What follows belongs to an exercise in optimizing a design on an open flow for small area; a production flow would make more cautious choices.
Where RTL was checked, it was by simulation tests only, not by an equivalence proof against the original.
For run 3, only the layout was checked, not whether the RTL still works.

==> flow/design.v <==
module converter(
    input clk,
    input rst,
    input [31:0] im,
    input iop,
    output reg [31:0]result,
    output [7:0] pc1,
    output [7:0] pc2,
    output [7:0] pc3,
    output [7:0] pc4,
    output [7:0] pn5,
    output [7:0] pn6,
    output [7:0] pn7,
    output [7:0] pn8
);
    reg [3:0] curr_state;
    reg [3:0] next_state;
    reg [31:0] m;
    reg [31:0] nm;
    reg [31:0] nresult;
    wire [47:0] mprod = m * 48'd62137 + 48'd50000000;
    wire [47:0] mmiles = mprod / 48'd100000000;
     drawBits resultado(
        .ingresadoEx(nresult[13:0]), 
        .valor1(pc1), 
        .valor2(pc2), 
        .valor3(pc3), 
        .valor4(pc4));
     drawBits numero(   
        .ingresadoEx(im[13:0]), 
        .valor1(pn5), 
        .valor2(pn6), 
        .valor3(pn7), 
        .valor4(pn8));
    always @ (posedge clk)
    begin
        if(rst)
            curr_state <= 4'b0000;
        else
            curr_state <= next_state; 
    end
    always @ (posedge clk)
    begin
        m <= nm;
        result <= nresult;
    end
    always @ (*)
    begin
        nm = m;
        nresult = result;
        case (curr_state)
            4'b0001: nresult = 32'd0;
            4'b0010: begin
                nm = im;
            end
            4'b0100: begin
                nm = m / 1000;
            end
            4'b0101: begin
                nm = mmiles[31:0];
            end
            4'b0111: nresult =  nm;
        endcase
    end
    always @ (*)
    begin
        case (curr_state)
        4'b0000:
            if (im == 32'd0)
               next_state = 4'b0001;
            else
                next_state = 4'b0010;
        4'b0001:
            next_state = 4'b1000;
        4'b0010:
             next_state = 4'b0011;
        4'b0011:
            if (iop == 32'd1)
                next_state = 4'b0100;
            else
                next_state = 4'b0101;
        4'b0100:
            next_state = 4'b0111;
        4'b0101:
            next_state = 4'b0111;
        4'b1000:
            next_state = 4'b1000;
        default:
            next_state = curr_state;
        endcase
    end
endmodule
module drawBits(
    input [13:0] ingresadoEx,
    output [7:0] valor1,
    output [7:0] valor2,
    output [7:0] valor3,
    output [7:0] valor4
);
    reg [13:0] contador, contador2, contador3;
    reg [13:0] comparador;
    reg [13:0] pantalla1;
    reg [13:0] pantalla2;
    reg [13:0] pantalla3;
    reg [13:0] pantalla4;
    integer i;
    dTB np1(
        .ingresado(pantalla1), 
        .valorBits(valor1));
    dTB np2(
        .ingresado(pantalla2), 
        .valorBits(valor2));
    dTB np3(
        .ingresado(pantalla3), 
        .valorBits(valor3));
    dTB np4(
        .ingresado(pantalla4), 
        .valorBits(valor4));
     always @(*) 
        begin
            comparador = ingresadoEx;
            contador = 14'b0;
            contador2 = 14'b0;
            contador3 = 14'b0;
            pantalla1 = 14'b0;
            pantalla2 = 14'b0;
            pantalla3 = 14'b0;
            pantalla4 = 14'b0;
            if (comparador < 10) begin
                pantalla1 = 14'b0;
                pantalla2 = 14'b0;
                pantalla3 = 14'b0;
                pantalla4 = comparador;
            end
            else if(comparador < 100) begin
                contador = 14'b0;
                pantalla1 = 14'b0;
                pantalla2 = 14'b0;
                for (i = 0; i < 10; i = i + 1) if (comparador >= 10) 
                begin
                    contador = contador + 4'd1;
                    comparador = comparador - 10;
                end
                pantalla3 = contador;
                pantalla4 = comparador;
            end
            else if (comparador < 1000) begin
                contador = 14'b0;
                contador2 = 14'b0;
                pantalla1 = 14'b0;
                for (i = 0; i < 10; i = i + 1) if (comparador >= 100) begin
                    comparador = comparador - 100;
                    contador2 = contador2 + 4'd1;
                end
                for (i = 0; i < 10; i = i + 1) if (comparador >= 10) 
                begin
                    contador = contador + 4'd1;
                    comparador = comparador - 10;
                end
                pantalla2 = contador2;
                pantalla3 = contador;
                pantalla4 = comparador;
            end 
            else
            begin
                contador = 14'b0;
                contador2 = 14'b0;
                contador3 = 14'b0;
                for (i = 0; i < 17; i = i + 1) if (comparador >= 1000) begin 
                    comparador = comparador - 1000;
                    contador3 = contador3 + 4'd1;
                end
                for (i = 0; i < 10; i = i + 1) if (comparador >= 100) begin
                    comparador = comparador - 100;
                    contador2 = contador2 + 4'd1;
                end
                for (i = 0; i < 10; i = i + 1) if (comparador >= 10) 
                begin
                    contador = contador + 4'd1;
                    comparador = comparador - 10;
                end
                pantalla1 = contador3;
                pantalla2 = contador2;
                pantalla3 = contador;
                pantalla4 = comparador;
            end      
        end
endmodule
module dTB(
        input [13:0] ingresado,
        output [7:0] valorBits
        );
        reg [7:0] screen;
        assign valorBits = screen;
        always @ (*)
        begin
            if(ingresado == 0)begin
                screen <= 8'b11111100;
            end
            else if(ingresado == 1)begin
                screen <= 8'b01100000;
            end
            else if (ingresado == 2) begin
                screen <= 8'b11011010;
            end
            else if (ingresado == 3) begin
                screen <= 8'b11110010;
            end
            else if (ingresado == 4) begin
                screen <= 8'b01100110;
            end
            else if (ingresado == 5) begin
                screen <= 8'b10110110;
            end
            else if (ingresado == 6) begin
                screen <= 8'b00111110;
            end
            else if (ingresado == 7) begin
                screen <= 8'b11100000;
            end
            else if (ingresado == 8) begin
                screen <= 8'b11111110;
            end
            else if (ingresado == 9) begin
                screen <= 8'b11100110;
            end
            else
            begin
                screen <= 8'b00000000;
            end
        end
    endmodule   
==> flow/run.sh <==
#!/bin/bash
# synth_recipe.tcl (not shown) runs the flow's synth.tcl, then flattens the netlist and writes it again
# the make line also repeats each setting of config.mk as NAME=value (left out here)
make -C /OpenROAD-flow-scripts/flow DESIGN_CONFIG=/design/flow/config.mk WORK_HOME=/design/flow/orfs CLKGATE_MAP_FILE= SYNTH_SCRIPT=/design/flow/synth_recipe.tcl finish
==> flow/config.mk <==
export PLATFORM = sky130hd
export DESIGN_NAME = converter
export DESIGN_NICKNAME = converter
export VERILOG_FILES = /design/flow/design.v
export SDC_FILE = /design/flow/constraint.sdc
export NUM_CORES = 4
export LEC_CHECK = 0
export CAP_MARGIN = 20
export CORE_MARGIN = 2
export CORE_UTILIZATION = 40
export SLEW_MARGIN = 20
==> flow/constraint.sdc <==
create_clock -name core_clock -period 90.0 [get_ports {clk}]
set_input_delay 18.0000 -clock core_clock [delete_from_list [all_inputs] [get_ports {clk}]]
set_output_delay 18.0000 -clock core_clock [all_outputs]
set_load 0.01 [all_outputs]
==> results.yml, run 1 <==
clock_network:
  cts_root_buf: "clkbuf_16"
  path_clk_slew_ns: 0.07
  htree_levels: 3
  worstSkewPairLatency_ns: 0.39
  cts_buffer_depth: 2
  cts_tree: "done"
  clock-sinks: 68
  cts_buffers: 9
  cts_hold_buf: 0
synthesis:
  async_reset_ff_share_pct: 0
  synthFlopType: "edfxtp_1"
  seq_area_frac_synth_pct: 1.59
  synth_top_area_cell: "xnor2_1"
  synth_edf_count: 50
  yosysTopAreaCellShare_pct: 9.52
  synth_cells: 16600
  synth_area_mm2: 0.117
  synthTopCellsByCount: "nand2_1 (1524), nor2_1 (1428), xnor2_1 (1275)"
  ys_types: 219
  synthTopCellsByArea: "xnor2_1 (9.5%), ha_1 (6.9%), nand2_1 (4.9%)"
  synth_area_per_cell_um2: 7.06
  ys_ff_latch: 68
  yosysMostFrequentCell: "nand2_1"
  yosys_warnings: 3
drt:
  wirelength_mm: 366
  vias_per_cell: 6.15
  drcViolationCount: 0
  wire_per_inst_um: 17.9
  antenna_left: 0
  drt_iter0_drc: 9673
  drtPass1Iterations: 7
  via_count: 126000
critical_path:
  max_stage_delay_ns: 0.74
  cp-end-kind: "output port"
  r2r_start: "m[3]"
  cp_data_arrival_time_ns: 68.51
  cp_max_fo: 20
  r2r_slack_ns: 39.98
  crit_path_start: "im[4]"
  criticalPathCategory: "primary input to output port"
  r2r_cells: 134
  r2r_end: "m[0]"
  cp_slowest_cell: "o31ai_1"
  crit_path_start_kind: "primary input"
  cp.required_ns: 72.00
timing:
  min_period_ns: 86.51
  hold_slack_ns: 0.746
  finalSetupViolCount: 0
  fin_crit_sh_pct: 96.1
  clock.fmax_mhz: 11.6
  relSlewSlack_pct: 28.1
  clock_skew_ns: 0.0156
  worstMarginPinSlew_ns: 1.05
  slew_violations: 0
  finalHoldViolations: 0
layout:
  fin_area_mm2: 0.123
  nets: 17400
  multiInputGateArea_mm2: 0.109
  nFillCells: 30600
  instances_no_fill: 20400
  seqCellArea_mm2: 0.00186
  layout-drive-gt1-share_pct: 10.3
  area_delta_synth_final_pct: 5.28
  final_core_util_pct: 42.4
hold_path:
  hold_path.class: "flip-flop to flip-flop"
  hold_end: "curr_state[3]"
  min_from: "curr_state[3]"
  hold_depth: 2
global_routing:
  grt_max_degree: 53
  grt_pass1_vias: 116000
  globalRouteTotalUtil_pct: 23.1
  grt.overflow.total: 0
  antenna_found_initial: 17
  grt_pass1_wl_mm: 600
placed_design:
  hpwl_mm: 298
  place.gp.congestion: 0.931
  place_area_mm2: 0.122
  portBuffers: 122
  dp.cells: 20400
outcome:
  status: "complete, no violations"
floorplanning:
  initial_core_util_pct: 40.2
  die_area_mm2: 0.297
  die_height_um: 545
  row_count: 198
  num_io_pins: 131
  die_w_um: 545
  coreArea_mm2: 0.291
flow_run:
  max_cap_viol_count: 0
-- per-stage QoR --
step | setup TNS (ns) | setup slack, ns
after floorplan | 0 | 3.04
after global placement | 0 | 0.192
after detailed placement | -5.35 | -0.627
after CTS | 0 | 0.0755
after global routing | -2.80 | -0.316
final | 0 | 3.49
-- what timing repair did --
item | CTS | global route
setup endpoints to repair | 14 | 14
resized for setup | 6 | 117
cloned | 0 | 2
pin swaps | 2 | 21
setup buffers | 5 | 45
endpoints found under the hold margin | 0 | 0
-- logic make-up after synthesis --
| family | count (synthesis) | share of synthesized area [%] |
|---|---|---|
| fa+ha+maj | 912 | 11.1 |
| other cells | 1 | 0.00320 |
| flops | 68 | 1.59 |
| buf+inv | 1567 | 6.47 |
| simple gates | 6739 | 30.5 |
| xor+xnor | 1821 | 13.9 |
| mux | 484 | 4.45 |
| compound gates | 5012 | 31.9 |
-- flip-flops by register name (all words and copies together), names as in the netlist --
name / count
curr_state: 4
result: 32
m: 32
-- worst max-delay path by stage --
stage / endpoint / slack [ns] / cells past startpoint
2_1_floorplan: pn7[1] / 3.04 / 261
3_3_place_gp: pn7[1] / 0.19 / 232
3_5_place_dp: pn7[1] / -0.63 / 228
4_1_cts: pn8[2] / 0.08 / 237
5_1_grt: pn7[1] / -0.32 / 243
6_report: pn8[2] / 3.49 / 231
-- cells in the final DEF, fill, tap and decap left out, types with 263 or more instances in the layout --
cell     instances
nand2_1       1522
nor2_1        1419
xnor2_1       1257
inv_1          951
a21oi_1        864
o21ai_0        690
nand3_1        654
ha_1           637
nor3_1         515
xor2_1         506
buf_4          355
and2_1         288
a31oi_1        263
-- critical path: cells and delay by family --
family                     cells  cell delay (ns)
adders and majority gates     28             6.01
and+or+nand+nor               86            18.51
xor gates and xnor gates      13             2.63
buffers and inverters         29             4.84
AOI/OAI and AO/OA             62            14.97
muxes                         13             3.44
-- layout make-up --
type	count	area share (%)
Clock inverter	7	0.0791
Inverter	991	3.06
Sequential cell	68	1.51
Multi-Input combinational cell	15000	88.0
Timing Repair Buffer	479	3.18
Antenna cell	4	0.00811
Clock buffer	9	0.182
Tap cell	3900	3.95
-- routing by layer --
metal / wire length (µm) / up-vias / track usage [%]
li1: - / 62300 / -
met1: 172000 / 59500 / 32.1
met2: 171000 / 3374 / 39.5
met3: 17000 / 399 / 1.31
met4: 6380 / 16 / 4.30
met5: 106 / - / 0
==> inputs of run 2 (changes only) <==
==> flow/design.v (replaced) <==
module converter(
    input clk,
    input rst,
    input [31:0] im,
    input iop,
    output [31:0] result,
    output [7:0] pc1,
    output [7:0] pc2,
    output [7:0] pc3,
    output [7:0] pc4,
    output [7:0] pn5,
    output [7:0] pn6,
    output [7:0] pn7,
    output [7:0] pn8
);
    reg [2:0] ph;        
    reg [27:0] rem;      
    reg [22:0] q;        
    assign result = {9'd0, q};
    reg [6:0] bits;
    always @(*) begin
        if (rst) bits = {3'b000, im[31:28]};
        else case (ph)
            3'd1: bits = im[27:21];
            3'd2: bits = im[20:14];
            3'd3: bits = im[13:7];
            default: bits = im[6:0];
        endcase
    end
    function [27:0] add28(input [27:0] a, input [27:0] b);
        reg c;
        integer k;
        begin
            c = 1'b0;
            for (k = 0; k < 28; k = k + 1) begin
                add28[k] = a[k] ^ b[k] ^ c;
                c = (a[k] & b[k]) | (c & (a[k] ^ b[k]));
            end
        end
    endfunction
    reg [27:0] r, addend;
    reg [6:0] d0, d1;
    integer i;
    always @(*) begin
        r = rst ? 28'd0 : rem;
        for (i = 6; i >= 0; i = i - 1) begin
            if (iop) begin
                d1[i] = r[10];
                d0[i] = !r[10] && r[9];
            end else begin
                d1[i] = r[27] || (r[26] && r[25]);
                d0[i] = !d1[i] && r[26];
            end
            case ({iop, bits[i], d1[i], d0[i]})
                4'b0000: addend = 28'd0;
                4'b0001: addend = -28'd100000000;
                4'b0010: addend = -28'd200000000;
                4'b0100: addend = 28'd62137;
                4'b0101: addend = 28'd62137 - 28'd100000000;
                4'b0110: addend = 28'd62137 - 28'd200000000;
                4'b1000: addend = 28'd0;
                4'b1001: addend = -28'd1000;
                4'b1010: addend = -28'd2000;
                4'b1100: addend = 28'd1;
                4'b1101: addend = 28'd1 - 28'd1000;
                4'b1110: addend = 28'd1 - 28'd2000;
                default: addend = 28'd0;
            endcase
            r = add28({r[26:0], 1'b0}, addend);
        end
    end
    wire last = !rst && ph == 3'd4;
    wire corr = last && (iop ? (r >= 28'd1000) : (r >= 28'd50000000));
    reg [7:0] s;
    reg [15:0] qhi;
    reg c;
    integer k;
    always @(*) begin
        c = corr;
        for (k = 0; k < 7; k = k + 1) begin
            s[k] = d0[k] ^ (k > 0 ? d1[k-1] : 1'b0) ^ c;
            c = (d0[k] & (k > 0 ? d1[k-1] : 1'b0)) | (c & (d0[k] ^ (k > 0 ? d1[k-1] : 1'b0)));
        end
        s[7] = d1[6] | c;
        c = s[7];
        for (k = 0; k < 16; k = k + 1) begin
            qhi[k] = (q[k] & !rst) ^ c;
            c = c & q[k] & !rst;
        end
    end
    always @(posedge clk) begin
        if (rst) ph <= 3'd1;
        else if (ph != 3'd5) ph <= ph + 3'd1;
        if (rst || ph != 3'd5) begin
            rem <= r;
            q <= {qhi, s[6:0]};
        end
    end
    drawBits resultado(.v(q[13:0]), .s1(pc1), .s2(pc2), .s3(pc3), .s4(pc4));
    drawBits numero(.v(im[13:0]), .s1(pn5), .s2(pn6), .s3(pn7), .s4(pn8));
endmodule
module drawBits(
    input [13:0] v,
    output [7:0] s1,
    output [7:0] s2,
    output [7:0] s3,
    output [7:0] s4
);
    function [3:0] add3(input [3:0] x);
        case (x)
            4'd5: add3 = 4'd8;
            4'd6: add3 = 4'd9;
            4'd7: add3 = 4'd10;
            4'd8: add3 = 4'd11;
            4'd9: add3 = 4'd12;
            default: add3 = x;
        endcase
    endfunction
    reg [19:0] b;
    integer i;
    always @(*) begin
        b = 20'd0;
        for (i = 13; i >= 0; i = i - 1) begin
            b[3:0] = add3(b[3:0]);
            b[7:4] = add3(b[7:4]);
            b[11:8] = add3(b[11:8]);
            b[15:12] = add3(b[15:12]);
            b = {b[18:0], v[i]};
        end
    end
    wire [7:0] t1;
    dTB a(.d(b[15:12]), .s(t1));
    dTB c(.d(b[11:8]), .s(s2));
    dTB e(.d(b[7:4]), .s(s3));
    dTB f(.d(b[3:0]), .s(s4));
    assign s1 = (b[19:16] != 4'd0) ? 8'd0 : t1;
endmodule
module dTB(
    input [3:0] d,
    output reg [7:0] s
);
    always @(*) begin
        case (d)
            4'd0: s = 8'b11111100;
            4'd1: s = 8'b01100000;
            4'd2: s = 8'b11011010;
            4'd3: s = 8'b11110010;
            4'd4: s = 8'b01100110;
            4'd5: s = 8'b10110110;
            4'd6: s = 8'b00111110;
            4'd7: s = 8'b11100000;
            4'd8: s = 8'b11111110;
            4'd9: s = 8'b11100110;
            default: s = 8'b00000000;
        endcase
    end
endmodule
--- a/flow/config.mk
+++ b/flow/config.mk
@@ -7,2 +7,3 @@
 export LEC_CHECK = 0
+export ABC_AREA = 1
 export CAP_MARGIN = 20
==> run 2 against run 1 <==
Effect of this change:
- synthesized cell count down 89%
- core utilization up 5.1 points
- clock skew down 0.0081 ns
- count of clock-buffer cells in the layout down 4
- cell count down 88%
- global-route usage down 2.7 points
- critical path depth up 103
- largest cell class unchanged
==> results.yml, run 2 <==
hold_path:
  hold_depth: 2
  hold_path.class: "flip-flop to flip-flop"
synthesis:
  synth_area_mm2: 0.0131
  synth_area_per_cell_um2: 6.96
  synthFlopType: "edfxtp_1"
  yosys_warnings: 3
  ys_types: 51
  yosysMostFrequentCell: "nand2_1"
  synthTopCellsByArea: "fa_1 (24%), nand2_1 (12%), inv_1 (12%)"
  synth_edf_count: 51
  synth_top_area_cell: "fa_1"
  ys_ff_latch: 54
  seq_area_frac_synth_pct: 12.1
  synthTopCellsByCount: "nand2_1 (435), inv_1 (410), fa_1 (160)"
  synth_cells: 1884
  yosysTopAreaCellShare_pct: 24.4
  async_reset_ff_share_pct: 0
timing:
  clock_skew_ns: 0.00754
  min_period_ns: 86.63
  finalSetupViolCount: 0
  hold_slack_ns: 0.537
  slew_violations: 0
  worstMarginPinSlew_ns: 1.06
  finalHoldViolations: 0
  finalWorstSetupSlack_ns: 3.37
  clock.fmax_mhz: 11.5
  relSlewSlack_pct: 28.6
  fin_crit_sh_pct: 96.3
clock_network:
  path_clk_slew_ns: 0.08
  htree_levels: 2
  clock-sinks: 54
  worstSkewPairLatency_ns: 0.31
  cts_buffer_depth: 2
  cts_hold_buf: 0
  cts_buffers: 5
  cts_tree: "done"
  cts_root_buf: "clkbuf_16"
critical_path:
  criticalPathCategory: "primary input to flip-flop"
  cp_data_arrival_time_ns: 86.69
  cp-end-kind: "flip-flop"
  cp.required_ns: 90.06
  cp_common_cell: "fa_1"
  r2r_slack_ns: 20.20
  r2r_cells: 333
  cp_slowest_cell: "fa_2"
  crit_path_start_kind: "primary input"
  cp_max_fo: 6
  worst-path-stages: 334
  max_stage_delay_ns: 0.59
  cp.buffers_inverters: 86
  critPathTopFamily: "adder cells"
global_routing:
  met3_usage_pct: 1.49
  grt_pass1_wl_mm: 56.4
  grt.overflow.total: 0
  grt_pass1_vias: 11600
  use_met2_pct: 35.0
  antenna_found_initial: 0
  top_usage_layer: "met2"
  met1_usage_pct: 28.5
  grt_max_degree: 59
  globalRouteTotalUtil_pct: 20.4
drt:
  vias_per_cell: 4.88
  wirelength_mm: 34.2
  drt_iter0_drc: 756
  wire_per_inst_um: 13.9
  drcViolationCount: 0
  via_count: 12000
  antenna_left: 0
  drtPass1Iterations: 6
layout:
  num_antenna_cells: 0
  top_regs: "rem: 28 flops, q: 23 flops, ph: 3 flops"
  final_common_cell: "nand2_1"
  instances_no_fill: 2456
  area_delta_synth_final_pct: 17.4
  largest_reg_flops: 28
  layout_common_cells: "nand2_1 (421), inv_1 (402), fa_1 (138)"
  layout-drive-gt1-share_pct: 13.8
  final_core_util_pct: 47.4
  nets: 2294
  largest-register: "rem"
  nFillCells: 3293
flow_run:
  max_cap_viol_count: 0
floorplanning:
  initial_core_util_pct: 40.4
  row_count: 66
  num_io_pins: 131
  die_area_mm2: 0.0343
  die_height_um: 185
  coreArea_mm2: 0.0325
  die_w_um: 185
placed_design:
  dpl_worst_slack_ns: -0.786
  place.gp.congestion: 0.885
  dp.cells: 2429
  portBuffers: 113
  hpwl_mm: 29.2
outcome:
  status: "complete, no violations"
==> run 2: cell count changes in the layout (fill, tap and decap cells not counted), sizes merged, moves of 532 or more <==
cell,change
a21oi,-838
ha,-559
inv,-532
nand2,-1051
nor2,-1300
nor3,-549
o21ai,-808
xnor2,-1295
==> run 2: path summary, 6_finish.rpt <==
| path | from | endpoint |
|---|---|---|
| worst min-delay path | ph[1] | ph[1] |
| worst max register to register | ph[0] | q[22] |
| worst max-delay path | rst | q[22] |
| worst min register to register | ph[1] | ph[1] |
==> run 2: cell families after synthesis <==
logic type / synth area share, %
and+or+nand+nor: 28.8
adders and majority gates: 32.6
other: 0.0286
DFF: 12.1
xor gates and xnor gates: 1.27
buffers and inverters: 14.4
AOI/OAI and AO/OA: 10.8
==> run 2: area by class of cell <==
| cell class | instances | area (µm²) | area share [%] |
|---|---|---|---|
| repair buffers | 140 | 1350 | 8.74 |
| clock inverters | 3 | 28.8 | 0.187 |
| inverters | 452 | 1700 | 11.0 |
| flip-flops and latches | 54 | 1590 | 10.3 |
| well taps | 442 | 553 | 3.59 |
| clock buffers | 5 | 125 | 0.813 |
| multi-input cells | 1360 | 10100 | 65.3 |
==> run 2: repair_timing <==
| item | in CTS | in global routing |
|---|---|---|
| pin swaps | 0 | 22 |
| gates resized for setup | 3 | 113 |
| setup buffers | 0 | 19 |
| endpoints found under the setup margin | 3 | 22 |
==> run 2: worst register-to-register path, delay by kind of cell (launching register included) <==
kind	cells	cell delay, ns
fa+ha+maj	181	53.92
buf+inv	85	6.06
simple gates	44	5.46
compound gates	16	2.61
xor+xnor	7	1.15
flops	1	0.36
==> run 2: layer usage <==
layer / vias to the layer above / wire, µm / share of wire [%]
met3: 29 / 1400 / 4.1
met1: 5631 / 15900 / 47
met4: 0 / 442 / 1.3
met2: 258 / 16400 / 48
met5: - / 0 / 0
li1: 6058 / - / -
==> run 2: per-stage QoR <==
step | setup TNS [ns] | instance area [µm²]
2_1_floorplan | 0 | 13200
3_3_place_gp | 0 | 14700
3_5_place_dp | -2.77 | 14700
4_1_cts | 0 | 14900
5_1_grt | -0.0932 | 15400
6_report | 0 | 15400
==> inputs of run 3 (changes only) <==
--- a/flow/design.v
+++ b/flow/design.v
@@ -40,32 +40,35 @@
     endfunction
-    reg [27:0] r, addend;
-    reg [6:0] d0, d1;
-    integer i;
+    function [30:0] step4(input [27:0] r, input [1:0] m, input op);
+        reg [2:0] d;
+        reg [4:0] u;
+        reg [27:0] a;
+        begin
+            if (op) d = r[10:8];
+            else begin
+                u = r[27:23];
+                d = (u >= 5'd4) + (u >= 5'd6) + (u >= 5'd9) + (u >= 5'd12) + (u >= 5'd15);
+            end
+            a = (op ? {26'd0, m} : 28'd62137 * m) - (op ? 28'd1000 : 28'd100000000) * d;
+            step4 = {d, add28({r[25:0], 2'b00}, a)};
+        end
+    endfunction
+    function [29:0] step2(input [27:0] r, input b, input op);
+        reg [1:0] d;
+        reg [27:0] a;
+        begin
+            if (op) d = r[10] ? 2'd2 : r[9] ? 2'd1 : 2'd0;
+            else d = (r[27] || (r[26] && r[25])) ? 2'd2 : r[26] ? 2'd1 : 2'd0;
+            a = (op ? {27'd0, b} : (b ? 28'd62137 : 28'd0)) - (op ? 28'd1000 : 28'd100000000) * d;
+            step2 = {d, add28({r[26:0], 1'b0}, a)};
+        end
+    endfunction
+    reg [27:0] r;
+    reg [2:0] da, db, dc;
+    reg [1:0] de;
     always @(*) begin
         r = rst ? 28'd0 : rem;
-        for (i = 6; i >= 0; i = i - 1) begin
-            if (iop) begin
-                d1[i] = r[10];
-                d0[i] = !r[10] && r[9];
-            end else begin
-                d1[i] = r[27] || (r[26] && r[25]);
-                d0[i] = !d1[i] && r[26];
-            end
-            case ({iop, bits[i], d1[i], d0[i]})
-                4'b0000: addend = 28'd0;
-                4'b0001: addend = -28'd100000000;
-                4'b0010: addend = -28'd200000000;
-                4'b0100: addend = 28'd62137;
-                4'b0101: addend = 28'd62137 - 28'd100000000;
-                4'b0110: addend = 28'd62137 - 28'd200000000;
-                4'b1000: addend = 28'd0;
-                4'b1001: addend = -28'd1000;
-                4'b1010: addend = -28'd2000;
-                4'b1100: addend = 28'd1;
-                4'b1101: addend = 28'd1 - 28'd1000;
-                4'b1110: addend = 28'd1 - 28'd2000;
-                default: addend = 28'd0;
-            endcase
-            r = add28({r[26:0], 1'b0}, addend);
-        end
+        {da, r} = step4(r, bits[6:5], iop);
+        {db, r} = step4(r, bits[4:3], iop);
+        {dc, r} = step4(r, bits[2:1], iop);
+        {de, r} = step2(r, bits[0], iop);
     end
@@ -73,3 +76,3 @@
     wire corr = last && (iop ? (r >= 28'd1000) : (r >= 28'd50000000));
-    reg [7:0] s;
+    wire [7:0] s = {da, 5'd0} + {db, 3'd0} + {dc, 1'b0} + de + corr;
     reg [15:0] qhi;
@@ -78,8 +81,2 @@
     always @(*) begin
-        c = corr;
-        for (k = 0; k < 7; k = k + 1) begin
-            s[k] = d0[k] ^ (k > 0 ? d1[k-1] : 1'b0) ^ c;
-            c = (d0[k] & (k > 0 ? d1[k-1] : 1'b0)) | (c & (d0[k] ^ (k > 0 ? d1[k-1] : 1'b0)));
-        end
-        s[7] = d1[6] | c;
         c = s[7];
@@ -93,6 +90,4 @@
         else if (ph != 3'd5) ph <= ph + 3'd1;
-        if (rst || ph != 3'd5) begin
-            rem <= r;
-            q <= {qhi, s[6:0]};
-        end
+        rem <= r;
+        if (rst || ph != 3'd5) q <= {qhi, s[6:0]};
     end
==> flow/flow/run.sh (new file) <==
#!/bin/bash
# Own layout flow: the standard ORFS flow, with an area-oriented ABC script
# for synthesis (no buffering/upsizing, no full-adder extraction) and small
# buffers on the ports. Each tool's full log stays under orfs/logs/; make's own
# output goes to flow_make.log in the work folder.
set -euo pipefail
W=$(pwd)
rm -rf "$W/myscripts"
cp -r "$FLOW_HOME/scripts" "$W/myscripts"
cp "$W/flow/abc_area.script" "$W/myscripts/abc_area.script"
bash "$W/standard.sh" \
    SCRIPTS_DIR="$W/myscripts" \
    ADDER_MAP_FILE= \
    ABC_AREA=1 \
    "BUFFER_PORTS_ARGS=-buffer_cell sky130_fd_sc_hd__buf_1" \
    finish > "$W/flow_make.log" 2>&1
==> flow/flow/abc_area.script (new file) <==
strash
&get -n
&deepsyn -T 20
&put
dch -f
amap
topo
==> flow/standard.sh (new file) <==
#!/bin/bash
# synth_recipe.tcl (not shown) runs the flow's synth.tcl, then flattens the netlist and writes it again
# the make line also repeats each setting of config.mk as NAME=value (left out here)
make -C /OpenROAD-flow-scripts/flow DESIGN_CONFIG=/design/flow/config.mk WORK_HOME=/design/flow/orfs CLKGATE_MAP_FILE= SYNTH_SCRIPT=/design/flow/synth_recipe.tcl "${@:-finish}"
--- a/flow/config.mk
+++ b/flow/config.mk
@@ -11,2 +11,3 @@
 export CORE_UTILIZATION = 40
+export CTS_BUF_LIST = sky130_fd_sc_hd__clkbuf_8
 export SLEW_MARGIN = 20
removed: flow/run.sh
==> run 3 against run 2 <==
Effect of this change:
- via count down 5.4%
- sequential cell count unchanged
- sequential share of layout area up 3.1 points
- routed wire length down 19%
- hold slack worse by 0.010 ns
- register-to-register slack better by 35 ns
- first-iteration DRC count up 0.53%
- critical path depth down 92
- critical path type unchanged
- largest cell class unchanged
==> results.yml, run 3 <==
synthesis:
  synth_cells: 1658
  synth_area_mm2: 0.00887
  synthTopCellsByCount: "nor2_1 (450), o21ai_0 (240), nand2_1 (220)"
  synth_area_per_cell_um2: 5.35
  yosysMostFrequentCell: "nor2_1"
  ys_types: 43
  yosysTopAreaCellShare_pct: 19.0
  async_reset_ff_share_pct: 0
  ys_ff_latch: 54
  synth_edf_count: 23
  synthTopCellsByArea: "nor2_1 (19%), o21ai_0 (14%), a21oi_1 (11%)"
  yosys_warnings: 3
  synth_top_area_cell: "nor2_1"
  synthFlopType: "dfxtp_1"
  seq_area_frac_synth_pct: 14.8
critical_path:
  cp_slowest_cell: "o21ai_0"
  cp_common_cell: "nand2_1"
  crit_path_start_kind: "primary input"
  cp_max_fo: 34
  critPathTopFamily: "simple AND/OR/NAND/NOR gates"
  cp-end-kind: "flip-flop"
  max_stage_delay_ns: 0.64
  criticalPathCategory: "primary input to flip-flop"
  cp_data_arrival_time_ns: 52.39
  cp.required_ns: 90.09
  cp.buffers_inverters: 15
timing:
  clock_skew_ns: 0.0173
  fin_crit_sh_pct: 58.1
  clock.fmax_mhz: 19.1
  worstMarginPinSlew_ns: 0.809
  min_period_ns: 52.30
  finalHoldViolations: 0
  finalSetupViolCount: 0
  finalWorstSetupSlack_ns: 37.70
  finalSetupTns_ns: 0
  slew_violations: 0
  relSlewSlack_pct: 45.5
  rsz0062_at_grt: "false"
layout:
  final_common_cell: "nor2_1"
  area_delta_synth_final_pct: 9.63
  multiInputGateArea_mm2: 0.00684
  seqCellArea_mm2: 0.00131
  final_core_util_pct: 44.6
  nFillCells: 2447
  layout_common_cells: "nor2_1 (450), o21ai_0 (240), nand2_1 (220)"
  instances_no_fill: 2064
  top_regs: "rem: 28 flops, q: 23 flops, ph: 3 flops"
  nets: 1818
  layout-drive-gt1-share_pct: 0.841
  largest-register: "rem"
  num_antenna_cells: 0
  fin_area_mm2: 0.00973
  largest_reg_flops: 28
clock_network:
  cts_tree: "done"
  worstSkewPairLatency_ns: 0.35
  cts_buffers: 5
  cts_resized: 0
  path_clk_slew_ns: 0.12
  cts_buffer_depth: 2
  cts_hold_buf: 0
  clock-sinks: 54
  htree_levels: 2
  cts_root_buf: "clkbuf_8"
  postCtsSetupRepairBufs: 0
floorplanning:
  num_io_pins: 131
  coreArea_mm2: 0.0218
  row_count: 54
  die_w_um: 153
  die_area_mm2: 0.0234
  die_height_um: 153
  initial_core_util_pct: 40.6
placed_design:
  dp.cells: 2056
  dpl_worst_slack_ns: 38.08
  hpwl_mm: 23.2
  place.gp.congestion: 0.890
  place_area_mm2: 0.00962
  portBuffers: 113
drt:
  vias_per_cell: 5.49
  wirelength_mm: 27.8
  drtPass1Iterations: 5
  drcViolationCount: 0
  wire_per_inst_um: 13.5
  antenna_left: 0
  via_count: 11300
  drt_iter0_drc: 760
global_routing:
  grt_max_degree: 35
  antenna_found_initial: 0
  grt_pass1_wl_mm: 46.0
  globalRouteTotalUtil_pct: 23.3
  grt_pass1_vias: 9721
  grt.overflow.total: 0
hold_path:
  hold_path.class: "flip-flop to flip-flop"
outcome:
  status: "complete, no violations"
flow_run:
  max_cap_viol_count: 0
run 3: metrics by stage:
stage	hold slack (ns)
after floorplan	0.448
after global placement	0.485
after detailed placement	0.495
after CTS	0.518
after global routing	0.542
final	0.527
run 3: worst paths after layout:
path,to,slack [ns],cells after the start,start
worst min register to register,ph[2],0.53,2,ph[2]
worst min-delay path,ph[2],0.53,2,ph[2]
worst max-delay path,q[22],37.70,242,rst
worst max register to register,q[22],54.94,240,ph[1]
run 3: area by class of cell:
class                      instances  area share (%)
multi-input combinational       1428            70.3
sequential                        54            13.5
timing repair buffer             119            4.82
clock buffer                       5           0.708
clock inverter                     3           0.296
inverter                         175            6.75
tap                              280            3.60
run 3: routing by layer:
layer  GRT usage (%)  part of all wire [%]
met1            32.5                    48
met2            39.1                    45
met3            1.59                   5.6
met4            5.82                   1.9
met5               0                     0
run 3: cells by family (layout without fill, tap and decap cells):
kind of cell           after synthesis  in the layout  share of synthesized area (%)
flip-flops                          54             54                           14.8
buffers and inverters              192            302                           8.84
other                                1             17                         0.0423
AND/OR/NAND/NOR                    781            781                           35.7
XOR/XNOR                             3              3                          0.296
AO/OA/AOI/OAI                      627            627                           40.4
run 3: worst min-delay path: stages, from the launching register on:
cell and delay [ns]:
dfxtp_1 0.35, clkinv_1 0.06, a221oi_1 0.07
==> inputs of run 4 (changes only) <==
--- a/flow/design.v
+++ b/flow/design.v
@@ -16,3 +16,3 @@
     reg [2:0] ph;        
-    reg [27:0] rem;      
+    reg [26:0] rem;      
     reg [22:0] q;        
@@ -29,3 +29,3 @@
     end
-    function [27:0] add28(input [27:0] a, input [27:0] b);
+    function [26:0] add(input [26:0] a, input [26:0] b);
         reg c;
@@ -34,4 +34,4 @@
             c = 1'b0;
-            for (k = 0; k < 28; k = k + 1) begin
-                add28[k] = a[k] ^ b[k] ^ c;
+            for (k = 0; k < 27; k = k + 1) begin
+                add[k] = a[k] ^ b[k] ^ c;
                 c = (a[k] & b[k]) | (c & (a[k] ^ b[k]));
@@ -40,39 +40,35 @@
     endfunction
-    function [30:0] step4(input [27:0] r, input [1:0] m, input op);
+    function [29:0] step4(input [26:0] r, input [1:0] m, input op);
         reg [2:0] d;
-        reg [4:0] u;
-        reg [27:0] a;
+        reg [26:0] a;
         begin
-            if (op) d = r[10:8];
-            else begin
-                u = r[27:23];
-                d = (u >= 5'd4) + (u >= 5'd6) + (u >= 5'd9) + (u >= 5'd12) + (u >= 5'd15);
-            end
-            a = (op ? {26'd0, m} : 28'd62137 * m) - (op ? 28'd1000 : 28'd100000000) * d;
-            step4 = {d, add28({r[25:0], 2'b00}, a)};
+            if (op) d = (r[10:8] >= 3'd1) + (r[10:8] >= 3'd2) + (r[10:8] >= 3'd3) + (r[10:8] >= 3'd4) + (r[10:8] >= 3'd5);
+            else d = (r[26:23] >= 4'd3) + (r[26:23] >= 4'd6) + (r[26:23] >= 4'd9) + (r[26:23] >= 4'd12) + (r[26:23] >= 4'd15);
+            a = (op ? {25'd0, m} : 27'd62137 * m) - (op ? 27'd1000 : 27'd100000000) * d;
+            step4 = {d, add({r[24:0], 2'd0}, a)};
         end
     endfunction
-    function [29:0] step2(input [27:0] r, input b, input op);
-        reg [1:0] d;
-        reg [27:0] a;
+    function [30:0] step8(input [26:0] r, input [2:0] m, input op);
+        reg [3:0] d;
+        reg [26:0] a;
         begin
-            if (op) d = r[10] ? 2'd2 : r[9] ? 2'd1 : 2'd0;
-            else d = (r[27] || (r[26] && r[25])) ? 2'd2 : r[26] ? 2'd1 : 2'd0;
-            a = (op ? {27'd0, b} : (b ? 28'd62137 : 28'd0)) - (op ? 28'd1000 : 28'd100000000) * d;
-            step2 = {d, add28({r[26:0], 1'b0}, a)};
+            if (op) d = (r[10:7] >= 4'd1) + (r[10:7] >= 4'd2) + (r[10:7] >= 4'd3) + (r[10:7] >= 4'd4) + (r[10:7] >= 4'd5) + (r[10:7] >= 4'd6) + (r[10:7] >= 4'd7) + (r[10:7] >= 4'd8) + (r[10:7] >= 4'd9) + (r[10:7] >= 4'd10) + (r[10:7] >= 4'd11);
+            else d = (r[26:22] >= 5'd3) + (r[26:22] >= 5'd6) + (r[26:22] >= 5'd9) + (r[26:22] >= 5'd12) + (r[26:22] >= 5'd15) + (r[26:22] >= 5'd18) + (r[26:22] >= 5'd21) + (r[26:22] >= 5'd24) + (r[26:22] >= 5'd27) + (r[26:22] >= 5'd30);
+            a = (op ? {24'd0, m} : 27'd62137 * m) - (op ? 27'd1000 : 27'd100000000) * d;
+            step8 = {d, add({r[23:0], 3'd0}, a)};
         end
     endfunction
-    reg [27:0] r;
-    reg [2:0] da, db, dc;
-    reg [1:0] de;
+    reg [26:0] r;
+    reg [3:0] d0;
+    reg [2:0] d1;
+    reg [2:0] d2;
     always @(*) begin
-        r = rst ? 28'd0 : rem;
-        {da, r} = step4(r, bits[6:5], iop);
-        {db, r} = step4(r, bits[4:3], iop);
-        {dc, r} = step4(r, bits[2:1], iop);
-        {de, r} = step2(r, bits[0], iop);
+        r = rst ? 27'd0 : rem;
+        {d0, r} = step8(r, bits[6:4], iop);
+        {d1, r} = step4(r, bits[3:2], iop);
+        {d2, r} = step4(r, bits[1:0], iop);
     end
     wire last = !rst && ph == 3'd4;
-    wire corr = last && (iop ? (r >= 28'd1000) : (r >= 28'd50000000));
-    wire [7:0] s = {da, 5'd0} + {db, 3'd0} + {dc, 1'b0} + de + corr;
+    wire corr = last && (iop ? (r >= 27'd1000) : (r >= 27'd50000000));
+    wire [7:0] s = ({5'd0, d0} << 4) + ({5'd0, d1} << 2) + ({5'd0, d2} << 0) + corr;
     reg [15:0] qhi;
--- a/flow/config.mk
+++ b/flow/config.mk
@@ -12,2 +12,3 @@
 export CTS_BUF_LIST = sky130_fd_sc_hd__clkbuf_8
+export CTS_CLUSTER_SIZE = 10
 export SLEW_MARGIN = 20
==> run 4 against run 3 <==
Effect of this change:
- still clean
- routed wire length decreased by 8.0%
- sequential share of layout area increased by 0.30 points
- critical path type is now primary input to output port
- fmax is 16% higher
- count of clock-buffer cells in the layout did not move
- critical path depth down 185
- die area shrank 4.2%
==> results.yml, run 4 <==
clock_network:
  path_clk_slew_ns: 0.11
  cts_resized: 0
  worstSkewPairLatency_ns: 0.34
  clock-sinks: 53
  cts_buffers: 5
  cts_buffer_depth: 2
  htree_levels: 2
  postCtsSetupRepairBufs: 0
  cts_tree: "done"
  cts_root_buf: "clkbuf_8"
  cts_hold_buf: 0
timing:
  clock_skew_ns: 0.00907
  fin_crit_sh_pct: 50.2
  finalHoldViolations: 0
  finalSetupTns_ns: 0
  min_period_ns: 45.16
  worstMarginPinSlew_ns: 0.908
  finalSetupViolCount: 0
  clock.fmax_mhz: 22.1
  slew_violations: 0
  rsz0062_at_grt: "false"
  relSlewSlack_pct: 38.9
floorplanning:
  initial_core_util_pct: 40.5
  die_w_um: 150
  die_height_um: 150
  num_io_pins: 131
  row_count: 53
  die_area_mm2: 0.0224
  coreArea_mm2: 0.0210
layout:
  largest-register: "rem"
  seqCellArea_mm2: 0.00129
  fin_area_mm2: 0.00937
  instances_no_fill: 1990
  multiInputGateArea_mm2: 0.00648
  largest_reg_flops: 27
  top_regs: "rem: 27 flops, q: 23 flops, ph: 3 flops"
  layout-drive-gt1-share_pct: 0.991
  area_delta_synth_final_pct: 10.4
  num_antenna_cells: 0
  nets: 1749
  layout_common_cells: "nor2_1 (432), o21ai_0 (226), nand2_1 (205)"
  final_common_cell: "nor2_1"
  nFillCells: 2314
drt:
  wirelength_mm: 25.6
  via_count: 10600
  vias_per_cell: 5.33
  antenna_left: 0
  wire_per_inst_um: 12.9
  drcViolationCount: 0
  drtPass1Iterations: 6
  drt_iter0_drc: 708
synthesis:
  synth-simple-area-share_pct: 35.2
  ys_types: 40
  async_reset_ff_share_pct: 0
  synthFlopType: "dfxtp_1"
  synth_area_mm2: 0.00849
  synth_fa_ha_area_share_pct: 0
  yosys_warnings: 3
  yosysTopAreaCellShare_pct: 19.1
  yosysMostFrequentCell: "nor2_1"
  synth_compound_area_share_pct: 40.4
  ys_ff_latch: 53
  synth_top_family_by_area: "compound AO/OA/AOI/OAI gates"
  synthTopCellsByCount: "nor2_1 (432), o21ai_0 (226), nand2_1 (205)"
  synth_edf_count: 23
  synth_top_area_cell: "nor2_1"
  synth-xor-area-share_pct: 0
  synth_cells: 1585
  seq_area_frac_synth_pct: 15.2
  synth_area_per_cell_um2: 5.36
  synthMuxAreaShare_pct: 0
  synthTopCellsByArea: "nor2_1 (19%), o21ai_0 (13%), a21oi_1 (11%)"
critical_path:
  cp_max_fo: 6
  crit_path_start_kind: "primary input"
  cp_data_arrival_time_ns: 27.16
  cp.buffers_inverters: 14
  cp-end-kind: "output port"
  criticalPathCategory: "primary input to output port"
  r2r_slack_ns: 65.25
  cp_slowest_cell: "o21ai_0"
  max_stage_delay_ns: 0.35
  cp_common_cell: "nor2_1"
  cp.required_ns: 72.00
  r2r_end: "q[22]"
  critPathTopFamily: "simple AND/OR/NAND/NOR gates"
  r2r_cells: 150
  r2r_start: "ph[1]"
global_routing:
  grt_max_degree: 35
  grt.overflow.total: 0
  grt_pass1_vias: 8989
  grt_pass1_wl_mm: 41.5
  antenna_found_initial: 0
  globalRouteTotalUtil_pct: 22.4
placed_design:
  place_area_mm2: 0.00927
  portBuffers: 113
  hpwl_mm: 21.2
  place.gp.congestion: 0.891
  dp.cells: 1982
hold_path:
  hold_path.class: "flip-flop to flip-flop"
  hold_end: "ph[0]"
  hold_depth: 1
  min_from: "ph[0]"
outcome:
  status: "complete, no violations"
flow_run:
  max_cap_viol_count: 0
## run 4: changes by cell type in the layout (fill, tap and decap cells not counted), moves of 6 or more
cell | before | now
a211oi_1 | 9 | 3
or3_1 | 10 | 4
a21oi_1 | 192 | 185
nand2_1 | 220 | 205
o21a_1 | 45 | 58
or2_0 | 18 | 11
o21ai_0 | 240 | 226
o32ai_1 | 10 | 3
nor2_1 | 450 | 432
and2_0 | 11 | 2
nor3_1 | 27 | 33
## run 4: cell families after synthesis
| group | count (synthesis) |
|---|---|
| AND/OR/NAND/NOR | 741 |
| AO/OA/AOI/OAI | 600 |
| flip-flops | 53 |
| buffers and inverters | 190 |
| other | 1 |
## run 4: how the worst max path moves through the flow
stage | startpoint | to | slack (ns) | depth (start not counted)
2_1_floorplan | im[13] | pn7[1] | 46.46 | 53
3_3_place_gp | im[13] | pn7[2] | 45.52 | 57
3_5_place_dp | im[13] | pn7[1] | 44.95 | 57
4_1_cts | im[13] | pn7[1] | 44.91 | 57
5_1_grt | im[13] | pn7[2] | 43.49 | 56
6_report | im[13] | pn7[1] | 44.84 | 57
## run 4: routing by layer
metal | part of all wire [%] | global-route usage, %
met1 | 48 | 30.0
met5 | 0 | 0
met3 | 4.8 | 2.87
met4 | 2.0 | 5.61
met2 | 46 | 38.1
## run 4: final cells by class
| type | instances | share of cell area (%) |
|---|---|---|
| Sequential cell | 53 | 13.8 |
| Inverter | 173 | 6.93 |
| Clock buffer | 5 | 0.734 |
| Multi-Input combinational cell | 1358 | 69.1 |
| Tap cell | 275 | 3.67 |
| Clock inverter | 3 | 0.401 |
| Timing Repair Buffer | 123 | 5.34 |
## run 4: per-stage QoR
step	hold slack, ns	util [%]	setup slack [ns]
global placement	0.400	44.2	45.52
detailed placement	0.400	44.2	44.95
CTS	0.426	44.7	44.91
global route	0.460	44.7	43.49
finish	0.425	44.7	44.84
floorplan	0.385	-	46.46
## run 4: worst reg2reg max path, delay by kind of cell (launching register included)
kind	cells	cell delay (ns)
AOI/OAI and AO/OA	56	11.06
buffers and inverters	5	0.95
and+or+nand+nor	89	12.05
DFF	1	0.40
==> inputs of run 5 (changes only) <==
==> flow/design.v (replaced) <==
module converter(
    input clk,
    input rst,
    input [31:0] im,
    input iop,
    output [31:0] result,
    output [7:0] pc1,
    output [7:0] pc2,
    output [7:0] pc3,
    output [7:0] pc4,
    output [7:0] pn5,
    output [7:0] pn6,
    output [7:0] pn7,
    output [7:0] pn8
);
    reg [2:0] ph;        
    reg [26:0] rem;      
    reg [22:0] q;        
    assign result = {9'd0, q};
    function [6:0] pick(input first, input [2:0] p, input [31:0] x);
        begin
            if (first) pick = {3'b000, x[31:28]};
            else case (p)
                3'd1: pick = x[27:21];
                3'd2: pick = x[20:14];
                3'd3: pick = x[13:7];
                default: pick = x[6:0];
            endcase
        end
    endfunction
    wire [6:0] bits = pick(rst, ph, im);
    function [26:0] add(input [26:0] a, input [26:0] b);
        reg c;
        integer k;
        begin
            c = 1'b0;
            for (k = 0; k < 27; k = k + 1) begin
                add[k] = a[k] ^ b[k] ^ c;
                c = (a[k] & b[k]) | (c & (a[k] ^ b[k]));
            end
        end
    endfunction
    function [29:0] step4(input [26:0] r, input [1:0] m, input op);
        reg [2:0] d;
        reg [26:0] a;
        begin
            if (op) d = (r[10:8] >= 3'd1) + (r[10:8] >= 3'd2) + (r[10:8] >= 3'd3) + (r[10:8] >= 3'd4) + (r[10:8] >= 3'd5);
            else d = (r[26:23] >= 4'd3) + (r[26:23] >= 4'd6) + (r[26:23] >= 4'd9) + (r[26:23] >= 4'd12);
            a = (op ? {25'd0, m} : 27'd62137 * m) - (op ? 27'd1000 : 27'd100000000) * d;
            step4 = {d, add({r[24:0], 2'd0}, a)};
        end
    endfunction
    function [30:0] step8(input [26:0] r, input [2:0] m, input op);
        reg [3:0] d;
        reg [26:0] a;
        begin
            if (op) d = (r[10:7] >= 4'd1) + (r[10:7] >= 4'd2) + (r[10:7] >= 4'd3) + (r[10:7] >= 4'd4) + (r[10:7] >= 4'd5) + (r[10:7] >= 4'd6) + (r[10:7] >= 4'd7) + (r[10:7] >= 4'd8) + (r[10:7] >= 4'd9) + (r[10:7] >= 4'd10) + (r[10:7] >= 4'd11);
            else d = (r[26:22] >= 5'd3) + (r[26:22] >= 5'd6) + (r[26:22] >= 5'd9) + (r[26:22] >= 5'd12) + (r[26:22] >= 5'd15) + (r[26:22] >= 5'd18) + (r[26:22] >= 5'd21) + (r[26:22] >= 5'd24) + (r[26:22] >= 5'd27);
            a = (op ? {24'd0, m} : 27'd62137 * m) - (op ? 27'd1000 : 27'd100000000) * d;
            step8 = {d, add({r[23:0], 3'd0}, a)};
        end
    endfunction
    function [36:0] steps(input [26:0] r0, input [6:0] x, input op);
        reg [26:0] r;
        reg [3:0] d0;
        reg [2:0] d1;
        reg [2:0] d2;
        begin
            r = r0;
            {d0, r} = step8(r, x[6:4], op);
            {d1, r} = step4(r, x[3:2], op);
            {d2, r} = step4(r, x[1:0], op);
            steps = {d0, d1, d2, r};
        end
    endfunction
    wire [26:0] r;
    wire [3:0] d0;
    wire [2:0] d1;
    wire [2:0] d2;
    assign {d0, d1, d2, r} = steps(rst ? 27'd0 : rem, bits, iop);
    wire last = !rst && ph == 3'd4;
    wire corr = last && (iop ? (r >= 27'd1000) : (r >= 27'd50000000));
    wire [7:0] s = ({5'd0, d0} << 4) + ({5'd0, d1} << 2) + ({5'd0, d2} << 0) + corr;
    function [15:0] inc(input [15:0] x, input c0);
        reg c;
        integer k;
        begin
            c = c0;
            for (k = 0; k < 16; k = k + 1) begin
                inc[k] = x[k] ^ c;
                c = c & x[k];
            end
        end
    endfunction
    wire [15:0] qhi = inc(rst ? 16'd0 : q[15:0], s[7]);
    always @(posedge clk) begin
        if (rst) ph <= 3'd1;
        else if (ph != 3'd5) ph <= ph + 3'd1;
        rem <= r;
        if (rst || ph != 3'd5) q <= {qhi, s[6:0]};
    end
    drawBits resultado(.v(q[13:0]), .s1(pc1), .s2(pc2), .s3(pc3), .s4(pc4));
    drawBits numero(.v(im[13:0]), .s1(pn5), .s2(pn6), .s3(pn7), .s4(pn8));
endmodule
module drawBits(
    input [13:0] v,
    output [7:0] s1,
    output [7:0] s2,
    output [7:0] s3,
    output [7:0] s4
);
    function [3:0] add3(input [3:0] x);
        case (x)
            4'd5: add3 = 4'd8;
            4'd6: add3 = 4'd9;
            4'd7: add3 = 4'd10;
            4'd8: add3 = 4'd11;
            4'd9: add3 = 4'd12;
            default: add3 = x;
        endcase
    endfunction
    function [19:0] dd(input [13:0] x);
        integer i;
        begin
            dd = 20'd0;
            for (i = 13; i >= 0; i = i - 1) begin
                dd[3:0] = add3(dd[3:0]);
                dd[7:4] = add3(dd[7:4]);
                dd[11:8] = add3(dd[11:8]);
                dd[15:12] = add3(dd[15:12]);
                dd = {dd[18:0], x[i]};
            end
        end
    endfunction
    wire [19:0] b = dd(v);
    wire [7:0] t1;
    dTB a(.d(b[15:12]), .s(t1));
    dTB c(.d(b[11:8]), .s(s2));
    dTB e(.d(b[7:4]), .s(s3));
    dTB f(.d(b[3:0]), .s(s4));
    assign s1 = (b[19:16] != 4'd0) ? 8'd0 : t1;
endmodule
module dTB(
    input [3:0] d,
    output [7:0] s
);
    function [7:0] seg(input [3:0] x);
        case (x)
            4'd0: seg = 8'b11111100;
            4'd1: seg = 8'b01100000;
            4'd2: seg = 8'b11011010;
            4'd3: seg = 8'b11110010;
            4'd4: seg = 8'b01100110;
            4'd5: seg = 8'b10110110;
            4'd6: seg = 8'b00111110;
            4'd7: seg = 8'b11100000;
            4'd8: seg = 8'b11111110;
            4'd9: seg = 8'b11100110;
            default: seg = 8'b00000000;
        endcase
    endfunction
    assign s = seg(d);
endmodule
==> run 5 against run 4 <==
Effect of this change:
- routed wire length is 3.4% higher
- core utilization about the same
- via count up 0.89%
- die area increased by 0.72%
==> results.yml, run 5 <==
flow_run:
  max_cap_viol_count: 0
layout:
  layout-drive-gt1-share_pct: 0.810
  seqCellArea_mm2: 0.00129
  top_regs: "rem: 27 flops, q: 23 flops, ph: 3 flops"
  num_antenna_cells: 0
  largest_reg_flops: 27
  final_core_util_pct: 44.7
  largest-register: "rem"
  multiInputGateArea_mm2: 0.00647
  nFillCells: 2303
  layout_common_cells: "nor2_1 (450), o21ai_0 (237), nand2_1 (197)"
  area_delta_synth_final_pct: 9.86
  nets: 1763
  final_common_cell: "nor2_1"
critical_path:
  max_stage_delay_ns: 0.49
  critPathTopFamily: "compound AO/OA/AOI/OAI gates"
  cp_data_arrival_time_ns: 46.42
  cp.buffers_inverters: 19
  cp_slowest_cell: "a211oi_1"
  crit_path_start_kind: "primary input"
  cp-end-kind: "flip-flop"
  cp_max_fo: 35
  cp.required_ns: 90.20
  cp_common_cell: "nor2_1"
  criticalPathCategory: "primary input to flip-flop"
floorplanning:
  die_w_um: 150
  coreArea_mm2: 0.0210
  initial_core_util_pct: 40.7
  die_height_um: 150
  row_count: 53
  num_io_pins: 131
  die_area_mm2: 0.0226
synthesis:
  synthTopCellsByArea: "nor2_1 (20%), o21ai_0 (14%), a21oi_1 (9.3%)"
  synth_edf_count: 23
  synthTopCellsByCount: "nor2_1 (450), o21ai_0 (237), nand2_1 (197)"
  synthFlopType: "dfxtp_1"
  synth_area_per_cell_um2: 5.33
  yosys_warnings: 3
  yosysMostFrequentCell: "nor2_1"
  ys_ff_latch: 53
  yosysTopAreaCellShare_pct: 19.8
  seq_area_frac_synth_pct: 15.1
  ys_types: 40
  synth_top_area_cell: "nor2_1"
  synth_cells: 1603
  synth_area_mm2: 0.00855
  async_reset_ff_share_pct: 0
placed_design:
  place.gp.congestion: 0.964
  hpwl_mm: 22.1
  portBuffers: 113
drt:
  wire_per_inst_um: 13.2
  drt_iter0_drc: 784
  antenna_left: 0
  drcViolationCount: 0
  drtPass1Iterations: 6
  wirelength_mm: 26.5
  vias_per_cell: 5.34
  via_count: 10700
global_routing:
  globalRouteTotalUtil_pct: 23.2
  grt_max_degree: 36
  grt.overflow.total: 0
  antenna_found_initial: 0
  grt_pass1_wl_mm: 42.9
  grt_pass1_vias: 9360
hold_path:
  hold_path.class: "flip-flop to flip-flop"
timing:
  hold_slack_ns: 0.485
  finalHoldViolations: 0
  slew_violations: 0
  clock_skew_ns: 0.0210
  relSlewSlack_pct: 37.3
  worstMarginPinSlew_ns: 0.931
  fin_crit_sh_pct: 51.4
  clock.fmax_mhz: 21.6
  finalSetupTns_ns: 0
  rsz0062_at_grt: "false"
  min_period_ns: 46.22
  finalSetupViolCount: 0
clock_network:
  cts_resized: 0
  worstSkewPairLatency_ns: 0.34
  cts_buffer_depth: 2
  cts_root_buf: "clkbuf_8"
  postCtsSetupRepairBufs: 0
  clock-sinks: 53
  path_clk_slew_ns: 0.12
  cts_tree: "done"
  htree_levels: 2
  cts_hold_buf: 0
  cts_buffers: 5
outcome:
  status: "complete, no violations"
-- run 5: worst paths after layout --
| path | cells after the start | slack (ns) | endpoint | start |
|---|---|---|---|---|
| max | 190 | 43.78 | q[22] | rst |
| min reg2reg | 1 | 0.49 | ph[2] | ph[2] |
| min | 1 | 0.49 | ph[2] | ph[2] |
| max reg2reg | 187 | 61.17 | q[22] | ph[1] |
-- run 5: cell type report --
type	instances	area share, %
Tap cell	275	3.66
Timing Repair Buffer	119	5.03
Clock inverter	3	0.266
Sequential cell	53	13.7
Clock buffer	5	0.733
Multi-Input combinational cell	1356	68.8
Inverter	193	7.71
-- run 5: metal layers --
metal  wire, µm  vias up  global-route usage [%]
li1           -     5747                       -
met1      13000     4630                    32.0
met2      11700      287                    38.8
met3       1260       39                    2.21
met4        477        0                    6.42
met5          0        -                       0
-- run 5: through the flow --
step | instance area, µm² | setup slack (ns) | instances
floorplan | 8610 | 46.16 | 1619
global placement | 9290 | 45.01 | 1995
detailed placement | 9290 | 44.12 | 1995
CTS | 9380 | 44.31 | 2003
global route | 9390 | 39.10 | 2004
finish | 9390 | 43.78 | 2004
-- run 5: logic make-up after synthesis --
kind of cell	Yosys count	synth area share, %
flip-flops	53	15.1
buffers and inverters	210	9.96
XOR/XNOR	1	0.102
other	1	0.0439
AO/OA/AOI/OAI	589	39.4
AND/OR/NAND/NOR	749	35.4
==> inputs of run 6 (changes only) <==
--- a/flow/design.v
+++ b/flow/design.v
@@ -46,5 +46,4 @@
         begin
-            if (op) d = (r[10:8] >= 3'd1) + (r[10:8] >= 3'd2) + (r[10:8] >= 3'd3) + (r[10:8] >= 3'd4) + (r[10:8] >= 3'd5);
-            else d = (r[26:23] >= 4'd3) + (r[26:23] >= 4'd6) + (r[26:23] >= 4'd9) + (r[26:23] >= 4'd12);
-            a = (op ? {25'd0, m} : 27'd62137 * m) - (op ? 27'd1000 : 27'd100000000) * d;
+            d = (r[26:23] >= 4'd3) + (r[26:23] >= 4'd6) + (r[26:23] >= 4'd9) + (r[26:23] >= 4'd12);
+            a = (op ? 27'd100000 : 27'd62137) * m - 27'd100000000 * d;
             step4 = {d, add({r[24:0], 2'd0}, a)};
@@ -56,5 +55,4 @@
         begin
-            if (op) d = (r[10:7] >= 4'd1) + (r[10:7] >= 4'd2) + (r[10:7] >= 4'd3) + (r[10:7] >= 4'd4) + (r[10:7] >= 4'd5) + (r[10:7] >= 4'd6) + (r[10:7] >= 4'd7) + (r[10:7] >= 4'd8) + (r[10:7] >= 4'd9) + (r[10:7] >= 4'd10) + (r[10:7] >= 4'd11);
-            else d = (r[26:22] >= 5'd3) + (r[26:22] >= 5'd6) + (r[26:22] >= 5'd9) + (r[26:22] >= 5'd12) + (r[26:22] >= 5'd15) + (r[26:22] >= 5'd18) + (r[26:22] >= 5'd21) + (r[26:22] >= 5'd24) + (r[26:22] >= 5'd27);
-            a = (op ? {24'd0, m} : 27'd62137 * m) - (op ? 27'd1000 : 27'd100000000) * d;
+            d = (r[26:22] >= 5'd3) + (r[26:22] >= 5'd6) + (r[26:22] >= 5'd9) + (r[26:22] >= 5'd12) + (r[26:22] >= 5'd15) + (r[26:22] >= 5'd18) + (r[26:22] >= 5'd21) + (r[26:22] >= 5'd24) + (r[26:22] >= 5'd27);
+            a = (op ? 27'd100000 : 27'd62137) * m - 27'd100000000 * d;
             step8 = {d, add({r[23:0], 3'd0}, a)};
@@ -81,3 +79,3 @@
     wire last = !rst && ph == 3'd4;
-    wire corr = last && (iop ? (r >= 27'd1000) : (r >= 27'd50000000));
+    wire corr = last && (iop ? (r >= 27'd100000000) : (r >= 27'd50000000));
     wire [7:0] s = ({5'd0, d0} << 4) + ({5'd0, d1} << 2) + ({5'd0, d2} << 0) + corr;
@@ -140,3 +138,3 @@
     dTB f(.d(b[3:0]), .s(s4));
-    assign s1 = (b[19:16] != 4'd0) ? 8'd0 : t1;
+    assign s1 = b[16] ? 8'd0 : t1;   
 endmodule
==> flow/flow/abc_area.script (replaced) <==
strash
&get -n
&deepsyn -T 20
&put
dch -f
amap
strash
&get -n
&deepsyn -T 20
&put
dch -f
amap
topo
==> run 6 against run 5 <==
Effect of this change:
- highest routed layer unchanged
- count of clock-buffer cells in the layout is the same
- via count shrank 3.5%
- largest cell class unchanged
- still clean
==> results.yml, run 6 <==
critical_path:
  cp_data_arrival_time_ns: 27.93
  r2r_cells: 175
  cp.required_ns: 72.00
  crit_path_start_kind: "primary input"
  cp_max_fo: 6
  max_stage_delay_ns: 0.59
  r2r_slack_ns: 61.74
  cp_slowest_cell: "o21ai_0"
  cp_common_cell: "nor2_1"
  criticalPathCategory: "primary input to output port"
  r2r_start: "ph[0]"
  r2r_end: "q[21]"
  cp-end-kind: "output port"
clock_network:
  htree_levels: 2
  cts_root_buf: "clkbuf_8"
  cts_hold_buf: 0
  postCtsSetupRepairBufs: 0
  cts_resized: 0
  cts_buffers: 5
  clock-sinks: 53
  worstSkewPairLatency_ns: 0.33
  cts_tree: "done"
  cts_buffer_depth: 2
  path_clk_slew_ns: 0.10
synthesis:
  synthFlopType: "dfxtp_1"
  yosysMostFrequentCell: "nor2_1"
  synth_top_area_cell: "nor2_1"
  yosys_warnings: 3
  synth_edf_count: 23
  synthTopCellsByCount: "nor2_1 (427), o21ai_0 (239), nand2_1 (191)"
  async_reset_ff_share_pct: 0
  seq_area_frac_synth_pct: 15.6
  synthTopCellsByArea: "nor2_1 (19%), o21ai_0 (14%), a21oi_1 (10%)"
  synth_cells: 1547
  synth_area_per_cell_um2: 5.36
  ys_types: 37
  ys_ff_latch: 53
  synth_area_mm2: 0.00829
  yosysTopAreaCellShare_pct: 19.3
timing:
  fin_crit_sh_pct: 51.0
  finalHoldViolations: 0
  slew_violations: 0
  finalSetupTns_ns: 0
  clock_skew_ns: 0.0163
  finalSetupViolCount: 0
  relSlewSlack_pct: 43.0
  min_period_ns: 45.93
  rsz0062_at_grt: "false"
  clock.fmax_mhz: 21.8
  worstMarginPinSlew_ns: 0.846
drt:
  drcViolationCount: 0
  antenna_left: 0
  via_count: 10300
  drt_iter0_drc: 724
  drtPass1Iterations: 7
  wirelength_mm: 25.2
  wire_per_inst_um: 12.9
  vias_per_cell: 5.30
floorplanning:
  num_io_pins: 131
  coreArea_mm2: 0.0203
  die_area_mm2: 0.0219
  die_height_um: 148
  row_count: 52
  initial_core_util_pct: 40.8
  die_w_um: 148
global_routing:
  grt_max_degree: 35
  grt_pass1_vias: 8723
  grt_pass1_wl_mm: 40.5
  antenna_found_initial: 0
  grt.overflow.total: 0
  globalRouteTotalUtil_pct: 22.1
layout:
  num_antenna_cells: 0
  fin_area_mm2: 0.00917
  area_delta_synth_final_pct: 10.6
  nets: 1712
  top_regs: "rem: 27 flops, q: 23 flops, ph: 3 flops"
  final_common_cell: "nor2_1"
  largest_reg_flops: 27
  multiInputGateArea_mm2: 0.00625
  largest-register: "rem"
  nFillCells: 2224
  layout_common_cells: "nor2_1 (427), o21ai_0 (239), nand2_1 (191)"
  seqCellArea_mm2: 0.00129
  layout-drive-gt1-share_pct: 1.25
flow_run:
  max_cap_viol_count: 0
hold_path:
  hold_depth: 2
  min_from: "ph[2]"
  hold_end: "ph[2]"
  hold_path.class: "flip-flop to flip-flop"
placed_design:
  place.gp.congestion: 0.923
  portBuffers: 113
  hpwl_mm: 21.0
  place_area_mm2: 0.00907
outcome:
  status: "complete, no violations"
## run 6: layer usage
metal / global-route usage (%) / wire length [µm] / up-vias
met5: 0 / 0 / -
met4: 3.05 / 252 / 0
met3: 2.04 / 1380 / 20
met2: 37.6 / 11400 / 285
met1: 31.2 / 12100 / 4394
li1: - / - / 5628
## run 6: cell type report
class                   instances  area share (%)
clock buffers                   5           0.751
well taps                     270            3.68
flip-flops and latches         53            14.1
multi-input cells            1312            68.2
clock inverters                 3           0.314
repair buffers                124            5.54
inverters                     181            7.41
## run 6: critical path, delay by kind of cell
kind | cells | cell delay, ns
AO/OA/AOI/OAI | 21 | 5.07
buffers and inverters | 12 | 1.92
AND/OR/NAND/NOR | 21 | 2.91
## run 6: worst max path at each step
stage	from	endpoint	depth (start not counted)
6_report	im[13]	pn6[1]	54
2_1_floorplan	im[13]	pn6[1]	52
5_1_grt	rst	q[21]	174
3_3_place_gp	im[13]	pn6[1]	54
3_5_place_dp	im[13]	pn6[1]	54
4_1_cts	im[13]	pn6[1]	52
## run 6: cell families after synthesis
family	Yosys count	share of synthesized area (%)
buffers and inverters	198	9.74
AND/OR/NAND/NOR	701	34.0
AO/OA/AOI/OAI	594	40.6
other	1	0.0452
flip-flops	53	15.6
## run 6: per-stage QoR
step	instances	util [%]	worst slack, ns	hold WS [ns]
after floorplan	1563	-	46.27	0.470
after global placement	1940	44.7	44.53	0.575
after detailed placement	1940	44.7	44.37	0.586
after CTS	1948	45.1	44.32	0.601
after global routing	1948	45.2	39.91	0.624
final	1948	45.2	44.07	0.597

-- what the ideal ports hide --
The flow's constraints put no driver on any port. The routed layouts listed below were extracted and timed again, unchanged, in two steps.
Step 1: set_driving_cell puts a clkbuf_16 on clk and a buf_2 on each other input, an assumption about the parent block.
Step 2 times the ports against the registers' clock, not the clock port: input delays grow and output delays shrink by t, the midpoint of the rising clock arrivals with the driver on.
Three values: no drivers, after step 1, after step 2; two values: the first two.
run	shift t [ns]	slack for setup (ns)	worst setup path at the end	worst register clock-pin slew, ns	worst data-port slew with drivers (ns)
run 1	0.435	3.487 / 3.424 / 3.424	input to output	0.08 / 0.08	0.14
run 2	0.343	3.371 / 3.360 / 3.017	input to register	0.08 / 0.08	0.06
run 3	0.379	37.700 / 37.717 / 37.339	input to register	0.12 / 0.12	0.04
run 4	0.372	44.844 / 44.824 / 44.824	input to output	0.11 / 0.11	0.05
run 5	0.369	43.783 / 43.804 / 43.435	input to register	0.12 / 0.12	0.04
run 6	0.362	44.075 / 44.053 / 44.053	input to output	0.12 / 0.12	0.05
After both steps setup and hold are still met in every run listed. For run 3, which loses most, drivers alone change the setup slack by +0.017 ns; drivers and shift together by -0.361 ns.
